Background: an optimization exercise with open tools, aiming at small area, a short achievable clock period and few clock cycles per item. Do not read the settings as production practice.
The RTL was checked by simulation tests, not by an equivalence proof against the original design.

==> design/flow/design.v <==
module karatsuba_multiply_32
(
    input               clk     ,
    input       [31:0]  x       , 
    input       [31:0]  y       ,   
    output reg  [63:0]  product
);
    wire [15:0] a,b,c,d;
    reg [31:0] ac,bd, ac_d1,ac_d2,ac_d3, bd_d1,bd_d2,bd_d3;
    reg [16:0] a_add_b, c_add_d;
    reg [33:0] ab_cd, ab_cd_d1; 
    reg [63:0] temp0,temp1,temp2;
      assign a = x[31:16];    
      assign b = x[15:0];     
      assign c = y[31:16];    
      assign d = y[15:0];     
      always@(posedge clk) begin
        {ac_d1,ac_d2,ac_d3}<={ac,ac_d1,ac_d2};
        {bd_d1,bd_d2,bd_d3}<={bd,bd_d1,bd_d2};
        ab_cd_d1 <= ab_cd;
      end
      always@(posedge clk ) begin
        ac <= a * c;
      end 
      always@(posedge clk ) begin 
        bd <= b * d;
      end
      always@(posedge clk ) begin
        a_add_b <= (a + b) ;
        c_add_d <= (c + d) ;
        ab_cd <= a_add_b * c_add_d;
      end
      always @(posedge clk ) begin
        temp0 <= {$signed({1'b0,ab_cd}) - $signed({1'b0,ac_d1}) - $signed({1'b0,bd_d1}), 16'b0};
        temp1 <= temp0 + bd_d2;
        product <= temp1 + {ac_d3, 32'b0};
      end
endmodule
`timescale 1ns / 1ps
module karatsuba_multiply_62
(
    input                      clk,
    input       [61:0]           x, 
    input       [61:0]           y, 
    output reg [123:0]     product
);
    wire [31:0] a,b,c,d;
    wire [32:0] ab,cd;
    wire [63:0] ac,bd, ab_cd;
    reg  [63:0] ac_d1, ac_d2, bd_d1;
    reg [123:0] temp0,temp1,temp2;
      assign a = {1'b0,x[61:31]};    
      assign b = {1'b0,x[30:0]};     
      assign c = {1'b0,y[61:31]};    
      assign d = {1'b0,y[30:0]};     
      karatsuba_multiply_32 u_karatsuba_multiply_32_0
      (
          .clk      (clk    ),
          .x        ( a     ),
          .y        ( c     ),
          .product  ( ac    )
      );
      karatsuba_multiply_32 u_karatsuba_multiply_32_1
      (
          .clk      (clk    ),
          .x        ( b     ),
          .y        ( d     ),
          .product  ( bd    )
      );
        assign ab = (a + b);
        assign cd = (c + d);
      karatsuba_multiply_32 u_karatsuba_multiply_32_2
      (
          .clk      (clk       ),
          .x        ( ab[31:0] ),
          .y        ( cd[31:0] ),
          .product  ( ab_cd    )
      );
      always@(posedge clk ) begin
        bd_d1 <= bd;
        {ac_d1,ac_d2}<={ac,ac_d1};
        temp0 <= {$signed({1'b0,ab_cd}) - $signed({1'b0,ac}) - $signed({1'b0,bd}), 31'b0};
        temp1 <= temp0 + bd_d1;
        product <= temp1 + {ac_d2[61:0], 62'b0} ;
      end
endmodule
`timescale 1ns / 1ps
module barret_sp
#(
    parameter MAX_BW = 62
)
(
    input                             clk     ,
    input                             rst_n   ,
    input                             i_valid ,
    input                             i_mode  ,
    input       [2*MAX_BW-1:0]        i_xy    ,
    input       [MAX_BW-1:0]          i_q     , 
    input       [MAX_BW:0]            i_t     ,
    output                            o_valid,
    output      [2*MAX_BW-1:0]        o_res  
);
wire                             i_hamming_sign0       ;
wire       [4:0]                 i_hamming_index0      ;
wire                             i_hamming_sign1       ;
wire       [4:0]                 i_hamming_index1      ;
wire                             i_hamming_sign0_T     ;
wire       [4:0]                 i_hamming_index0_T    ;
wire                             i_hamming_sign1_T     ;
wire       [4:0]                 i_hamming_index1_T    ;
wire                             i_hamming_sign2_T     ;
wire       [4:0]                 i_hamming_index2_T    ;
wire                             i_hamming_sign3_T     ;
wire       [4:0]                 i_hamming_index3_T    ;
assign {i_hamming_sign0    ,
        i_hamming_index0   ,
        i_hamming_sign1    ,
        i_hamming_index1   ,
        i_hamming_sign0_T  ,
        i_hamming_index0_T ,
        i_hamming_sign1_T  ,
        i_hamming_index1_T ,
        i_hamming_sign2_T  ,
        i_hamming_index2_T ,
        i_hamming_sign3_T  ,
        i_hamming_index3_T } = i_t[35:0];
assign o_res = {xy_d9[2*MAX_BW-1:MAX_BW],res} ; 
assign o_valid = valid[3];
reg [15:0] valid;
always@(posedge clk or negedge rst_n)
begin
    if(!rst_n)
        valid<=0;
    else
        valid<={valid[14:0],i_valid};
end
reg [2*MAX_BW-1:0] 
xy_d1, xy_d2, xy_d3, xy_d4, xy_d5, xy_d6, xy_d7, xy_d8, xy_d9, xy_d10; 
always@(posedge clk or negedge rst_n) 
begin
    if(!rst_n)
        {
            xy_d1, xy_d2, xy_d3, xy_d4, xy_d5, xy_d6, xy_d7, xy_d8, xy_d9, xy_d10
        }
        <=0;
    else
        {
            xy_d1, xy_d2, xy_d3, xy_d4, xy_d5, xy_d6, xy_d7, xy_d8, xy_d9, xy_d10
        }
        <=
        {
            i_xy, xy_d1, xy_d2, xy_d3, xy_d4, xy_d5, xy_d6, xy_d7, xy_d8, xy_d9
        };
end
wire    [MAX_BW:0]  ah; 
assign ah = i_mode ? 0:(i_xy[2*MAX_BW-1:MAX_BW-1]);  
reg     [MAX_BW:0]              ah_d1,   ah_d2, ah_d3, ah_d4                ;      
reg     [2*(MAX_BW+1)-1:0]      temp0,  temp1,  temp2, temp3,  temp4        ;
always@(posedge clk or negedge rst_n)
begin
    if(!rst_n)
        {ah_d1,ah_d2,ah_d3,ah_d4}<=0;
    else
        {ah_d1,ah_d2,ah_d3,ah_d4}<={ah,ah_d1,ah_d2,ah_d3};
end
always@(*)
begin
    if(!rst_n)
        temp0=0;
    else    
        temp0=( ah << (MAX_BW+1) );
end
always@(*) 
begin
    if(i_hamming_sign0_T)
        temp1=temp0-( ah << i_hamming_index0_T );       
    else
        temp1=temp0+( ah << i_hamming_index0_T );
end
always@(*) 
begin
    if(i_hamming_sign1_T)
        temp2=temp1-( ah << i_hamming_index1_T );    
    else
        temp2=temp1+( ah << i_hamming_index1_T );
end
always@(*) 
begin
    if(i_hamming_sign2_T)
        temp3=temp2-( ah << i_hamming_index2_T );       
    else
        temp3=temp2+( ah << i_hamming_index2_T );
end
always@(posedge clk or negedge rst_n) 
begin
    if(!rst_n)
        temp4<=0;
    else if(i_hamming_sign3_T)
        temp4<=temp3-( ah << i_hamming_index3_T );    
    else
        temp4<=temp3+( ah << i_hamming_index3_T );
end
wire    [MAX_BW:0]  uh_out_high ;  
assign uh_out_high = temp4[2*MAX_BW+2-1:MAX_BW+1];  
wire    [MAX_BW:0]  al; 
assign al = uh_out_high;
wire    [MAX_BW:0]      lh_out_low;  
reg     [MAX_BW:0]              al_d1,   al_d2                ;  
reg     [2*(MAX_BW+1)-1:0]      temp5,  temp6,  temp7         ;
always@(posedge clk or negedge rst_n)
begin
    if(!rst_n)
        {al_d1,al_d2}<=0;
    else
        {al_d1,al_d2}<={al,al_d1};
end
always@(*)
begin   
        temp5=al+( al << (MAX_BW-1) );
end
always@(*) 
begin
    if(i_hamming_sign0)
        temp6=temp5-( al << i_hamming_index0 );       
    else
        temp6=temp5+( al << i_hamming_index0 );
end
always@(posedge clk or negedge rst_n) 
begin
    if(!rst_n)
        temp7 <= 0;
    else if(i_hamming_sign1)
        temp7<=temp6-( al << i_hamming_index1 );    
    else
        temp7<=temp6+( al << i_hamming_index1 );
end
assign lh_out_low = temp7[MAX_BW:0];
reg    [MAX_BW:0]   sub1    ;
reg    [MAX_BW:0]   sub1_d1 ; 
always@(posedge clk or negedge rst_n)
begin
    if(!rst_n)  
        sub1<=0;
    else
        sub1<=xy_d2[MAX_BW:0]-lh_out_low; 
end
reg  signed  [MAX_BW+1:0]   sub2    ; 
always@(*)
begin
     sub2=$signed({1'b0,sub1})-$signed({2'b0,i_q});
end
reg     [MAX_BW-1:0]      res;
always@(posedge clk or negedge rst_n)
begin
    if(!rst_n)
        res<=0;
    else if(sub2[MAX_BW+1] || i_mode)  
        res<=sub1;
    else
        res<=sub2;
end
endmodule
module tfg_modmul
(
    input                 clk     ,
    input                 rst_n   ,
    input                 i_valid ,
    input       [61:0]    i_a     ,
    input       [61:0]    i_b     ,
    input       [61:0]    i_q     ,
    input       [62:0]    i_t     ,
    output                o_valid ,
    output      [61:0]    o_res
);
localparam MUL_CC = 8;
reg  [MUL_CC-1:0] mul_valid;
wire [123:0]      mul_p;
wire [123:0]      barret_res;
always@(posedge clk or negedge rst_n)
begin
    if(!rst_n)
        mul_valid <= 0;
    else
        mul_valid <= {mul_valid[MUL_CC-2:0], i_valid};
end
karatsuba_multiply_62 u_mul
(
    .clk        ( clk      ),
    .x          ( i_a      ),
    .y          ( i_b      ),
    .product    ( mul_p    )
);
barret_sp#(
    .MAX_BW     ( 62       )
)u_barret_sp(
    .clk        ( clk                  ),
    .rst_n      ( rst_n                ),
    .i_valid    ( mul_valid[MUL_CC-1]  ),
    .i_mode     ( 1'b0                 ),
    .i_xy       ( mul_p                ),
    .i_q        ( i_q                  ),
    .i_t        ( i_t                  ),
    .o_valid    ( o_valid              ),
    .o_res      ( barret_res           )
);
assign o_res = barret_res[61:0];
endmodule
==> design/flow/run.sh <==
#!/bin/bash
# synth_recipe.tcl (not shown) runs the flow's synth.tcl, then flattens the netlist and writes it again
# the make line also repeats each setting of config.mk as NAME=value (left out here)
make -C /OpenROAD-flow-scripts/flow DESIGN_CONFIG=/design/flow/config.mk WORK_HOME=/design/flow/orfs CLKGATE_MAP_FILE= SYNTH_SCRIPT=/design/flow/synth_recipe.tcl finish
==> design/flow/config.mk <==
export PLATFORM = sky130hd
export DESIGN_NAME = tfg_modmul
export DESIGN_NICKNAME = tfg_modmul
export VERILOG_FILES = /design/flow/design.v
export SDC_FILE = /design/flow/constraint.sdc
export NUM_CORES = 4
export LEC_CHECK = 0
export CAP_MARGIN = 20
export CORE_MARGIN = 2
export CORE_UTILIZATION = 40
export SLEW_MARGIN = 20
==> design/flow/constraint.sdc <==
create_clock -name core_clock -period 18.0 [get_ports {clk}]
set_input_delay 3.6000 -clock core_clock [delete_from_list [all_inputs] [get_ports {clk}]]
set_output_delay 3.6000 -clock core_clock [all_outputs]
set_load 0.01 [all_outputs]
==> notes.md <==
[cell type report]
class	instances	area (µm²)	area share (%)
Inverter	3143	11800	4.78
Clock inverter	130	1760	0.713
Sequential cell	2173	45500	18.4
Timing Repair Buffer	1823	14500	5.86
Antenna cell	23	57.6	0.0233
Clock buffer	275	6030	2.45
Multi-Input combinational cell	18800	158000	64.1
Tap cell	7234	9050	3.67
[repair_timing]
| item | in CTS | in global routing |
|---|---|---|
| setup endpoints to repair | 1 | 13 |
| gates cloned | 0 | 1 |
| setup buffers | 0 | 5 |
| resized for setup | 1 | 62 |
| pin swaps | 0 | 13 |
[flip-flops by register name (all words and copies together) (netlist names), 62 cells and up]
signal / cells
u_barret_sp.temp7: 63
u_mul.u_karatsuba_multiply_32_0.product: 63
u_barret_sp.sub1: 63
u_mul.bd_d1: 63
u_barret_sp.xy_d1: 63
u_mul.temp1: 97
u_mul.temp0: 65
u_mul.u_karatsuba_multiply_32_2.product: 64
u_barret_sp.temp4: 63
u_mul.ac_d1: 62
u_barret_sp.res: 62
u_mul.product: 124
u_mul.ac_d2: 62
u_barret_sp.xy_d2: 63
u_mul.u_karatsuba_multiply_32_1.product: 63
[kinds of logic (layout without fill, tap and decap cells)]
| family | count (synthesis) | in the layout | synth area share [%] |
|---|---|---|---|
| AND/OR/NAND/NOR | 7480 | 7480 | 15.8 |
| other | 0 | 23 | 0 |
| adder cells (fa/ha/maj) | 4083 | 4083 | 30.1 |
| flip-flops | 2173 | 2173 | 20.8 |
| multiplexers | 921 | 921 | 6.17 |
| AO/OA/AOI/OAI | 4467 | 4467 | 12.8 |
| XOR/XNOR | 1804 | 1804 | 7.23 |
| buffers and inverters | 4128 | 5371 | 7.15 |
[per-layer routing]
layer / share of wire (%) / track usage [%] / vias up
li1: - / - / 84900
met1: 44 / 33.4 / 87000
met2: 44 / 38.9 / 5999
met3: 7.2 / 3.91 / 1400
met4: 4.4 / 9.49 / 30
met5: 0.028 / 0 / -
[worst register-to-register path, delay by kind of cell (launching register included)]
kind / cells / cell delay, ns
simple gates: 13 / 2.29
flops: 1 / 0.52
buf+inv: 4 / 0.79
compound gates: 47 / 8.55
xor+xnor: 6 / 0.88
fa+ha+maj: 3 / 0.80
mux: 2 / 1.09
[how the worst min path moves through the flow]
stage                                                     start  cells after the start                                                to
2_1_floorplan                            u_mul.ac_d1[0]$_DFF_P_                      0                            u_mul.ac_d2[0]$_DFF_P_
3_3_place_gp                            u_mul.ac_d1[22]$_DFF_P_                      0                           u_mul.ac_d2[22]$_DFF_P_
3_5_place_dp                            u_mul.ac_d1[16]$_DFF_P_                      0                           u_mul.ac_d2[16]$_DFF_P_
4_1_cts        u_mul.u_karatsuba_multiply_32_2.ac_d2[7]$_DFF_P_                      0  u_mul.u_karatsuba_multiply_32_2.ac_d3[7]$_DFF_P_
5_1_grt        u_mul.u_karatsuba_multiply_32_2.ac_d2[7]$_DFF_P_                      0  u_mul.u_karatsuba_multiply_32_2.ac_d3[7]$_DFF_P_
6_report       u_mul.u_karatsuba_multiply_32_2.ac_d2[7]$_DFF_P_                      0  u_mul.u_karatsuba_multiply_32_2.ac_d3[7]$_DFF_P_
[through the flow]
step           area [µm²]  utilization, %  setup TNS [ns]  setup WS [ns]
6_report           247000            45.3               0          0.768
5_1_grt            247000            45.3          -0.109         -0.109
4_1_cts            246000            45.2               0         0.0623
3_5_place_dp       238000            43.8           -3.18         -0.836
3_3_place_gp       238000            43.8           -3.92         -0.935
2_1_floorplan      219000               -               0         0.0515
[cells in the final DEF, fill, tap and decap left out, types with 198 or more instances in the layout]
cell / Yosys / layout
sky130_fd_sc_hd__and3_1: 247 / 247
sky130_fd_sc_hd__xnor2_1: 1135 / 1131
sky130_fd_sc_hd__nor3_1: 275 / 270
sky130_fd_sc_hd__a21oi_1: 1507 / 1491
sky130_fd_sc_hd__a31oi_1: 226 / 225
sky130_fd_sc_hd__a21o_1: 492 / 492
sky130_fd_sc_hd__buf_4: 5 / 1536
sky130_fd_sc_hd__clkdlybuf4s50_1: 0 / 252
sky130_fd_sc_hd__o21ai_0: 907 / 900
sky130_fd_sc_hd__nor2b_1: 248 / 248
sky130_fd_sc_hd__dfxtp_1: 1784 / 1766
sky130_fd_sc_hd__mux4_2: 323 / 323
sky130_fd_sc_hd__nand2b_1: 198 / 198
sky130_fd_sc_hd__nand3_1: 311 / 311
sky130_fd_sc_hd__clkbuf_16: 0 / 221
sky130_fd_sc_hd__xor2_1: 667 / 665
sky130_fd_sc_hd__mux2i_1: 405 / 403
sky130_fd_sc_hd__fa_1: 1959 / 1959
sky130_fd_sc_hd__dfrtp_1: 389 / 389
sky130_fd_sc_hd__nand2_1: 3087 / 3087
sky130_fd_sc_hd__o21bai_1: 325 / 325
sky130_fd_sc_hd__ha_1: 2124 / 2124
sky130_fd_sc_hd__nor2_1: 1674 / 1669
sky130_fd_sc_hd__and2_1: 937 / 937
sky130_fd_sc_hd__inv_1: 3127 / 3118
==> notes.md <==
----------------------------------------------------
[Layout]
  Number of nets at the end of the flow ... 30400
  Non-Filler Instances ... 33600
  Layout area overhead ... 12.7%
  Count of fill cells added during filler insertion ... approximately 53000
  Fraction of final layout cells with drive strength greater than 1 ... 10.3%

[Timing]
  Number of hold-slack violations in the final timing report ... 0
  Final number of max-transition violations ... 0
  Largest clock skew in the final design ... roughly 0.16 ns
  Min cycle time layout ... 17.23 ns
  Final clock period utilization by the worst path ... 95.7%
  Transition time at the pin with the least slew margin ... 1.23 ns
  Maximum clock frequency ... approximately 58 MHz
  Tightest hold margin ... roughly 0.21 ns
  Final setup violation count ... 0
  Worst max-slew margin expressed relative to the limit ... 18.0%

[Synth]
  Post-Syn Nets ... 29400
  Post-synth EDFFs ... 0
  Synth unique cells ... 124
  Most repeated cell in the gate-level netlist after synthesis ... sky130_fd_sc_hd__inv_1
  Fraction of registers with async set/reset ... 17.9%
  Commonest cells in the netlist ... sky130_fd_sc_hd__inv_1, sky130_fd_sc_hd__nand2_1, sky130_fd_sc_hd__ha_1
  Cell type with the largest total area after synthesis ... sky130_fd_sc_hd__fa_1
  Mean instance size in the synthesized netlist ... 8.73 µm²
  Sequential share of the synthesized area ... 20.8%
  Synth top area share ... 17.9%
  Top flip-flop cell by instance count after synthesis ... sky130_fd_sc_hd__dfxtp_1
  Yosys warning count ... 4
  Cells after Synth ... 25100
  Synth top area cells ... sky130_fd_sc_hd__fa_1, sky130_fd_sc_hd__dfxtp_1, sky130_fd_sc_hd__ha_1
  Seq cells post-synth ... between 2000 and 2500
  Area of the mapped netlist ... between 0.2 and 0.25 mm²

[Setup path]
  Reg2Reg Depth ... 75
  Critical path launch point type ... input port
  Worst setup path endpoint ... u_barret_sp.temp4[125]$_DFF_PN0_
  First element of the critical path ... i_t[18]
  Slowest stage cell on the critical path ... sky130_fd_sc_hd__mux4_2
  Number of logic stages on the critical path including buffering ... between 70 and 80
  Largest incremental delay on the critical path ... 0.57 ns
  Critical Path RT ... 18.72 ns
  Arrival time at the worst endpoint ... approximately 18 ns
  Largest fanout on the critical path ... 17
  Worst R2R End ... u_barret_sp.temp4[125]$_DFF_PN0_
  CP Capture Type ... register
  Reg-to-Reg Start ... u_mul.product[76]$_DFF_P_
  Kind of cell with the highest combined delay on the critical path ... compound AO/OA/AOI/OAI gates
  Slack of the worst reg-to-reg path ... 2.78 ns
  Critical Path Most Common Cell ... sky130_fd_sc_hd__a21o_1
  Buffers and inverters on the worst path ... 4
  Critical path class ... in2reg

[Clock tree]
  Hold_buf cts ... 0
  Cell at the root of the clock tree ... sky130_fd_sc_hd__clkbuf_16
  Clock sink count ... 2173
  Num CTS Buffers ... 218
  Maximum count of clock buffers along a single path ... 4
  Clock latency on the worst-skew pair ... between 0.9 and 1 ns
  Clock transition time at the flip-flop clock pins of the worst setup and hold paths ... 0.07 ns
  Clock tree from TritonCTS ... done
  # H-tree levels ... 4

[Global routing]
  First-pass GRT wire length ... 1050000 µm
  GR Util All Layers ... 24.5%
  Leftover overflow at the end of global routing ... 0
  Maximum number of pins on one net before global-route repair ... 174
  Number of antenna violations at the first check in global routing ... 83
  Vias in the first global route ... 178000

[Hold path]
  Class of the worst hold path ... reg2reg

[Detailed routing]
  DRC errors left ... 0
  Routed WL ... 694000 µm
  Number of iterations in the first detailed-routing pass ... 10
  ANT nets after route ... 0
  Total number of vias ... 179000
  Starting DRT DRC Count ... 13900
  Post-detailed-route via-to-cell ratio ... 5.34
  Wire per inst ... 20.7 µm

[Placement]
  Final HPWL DP ... 561000 µm
  Count of placed standard cells including taps ... 33100
  RD Place Congestion ... 0.962
  Port bufs ... around 290

[Floorplan]
  Floorplan row count ... approximately 270
  Initial Util ... 40.2%
  Core footprint ... 0.545 mm²
  I/O Pins ... 315
  Horizontal die dimension ... between 700 and 800 µm
  Area of the die ... 0.553 mm²
  Die H ... 744 µm

[Run status]
  Run status ... complete, no violations

[Flow run]
  Max capacitance violation total ... 0

----------------------------------------------------
Testbench counts, summed over its fixed seeds: cycles 12,096, items 12,000.

-- port drivers added, routing unchanged --
The flow's constraints put no driver on any port. The routed layout listed below was extracted and timed again, unchanged, in two steps.
Step 1: set_driving_cell puts a clkbuf_16 on clk and a buf_2 on each other input, an assumption about the parent block.
Step 2 also shifts input and output timing later by t, the mid clock arrival at the registers, as if the neighbouring blocks saw the same clock.
Slacks: ideal ports / drivers / drivers and shift; pairs: ideal ports / drivers.
t (ns): 0.997
slack for setup (ns): 0.768 / 0.778 / -0.219
clock arrival spread, ns: 0.165 / 0.166
Met with ideal ports but missed after step 2: setup timing in this run. For this run, drivers alone change the setup slack by +0.010 ns; drivers and shift together by -0.987 ns.
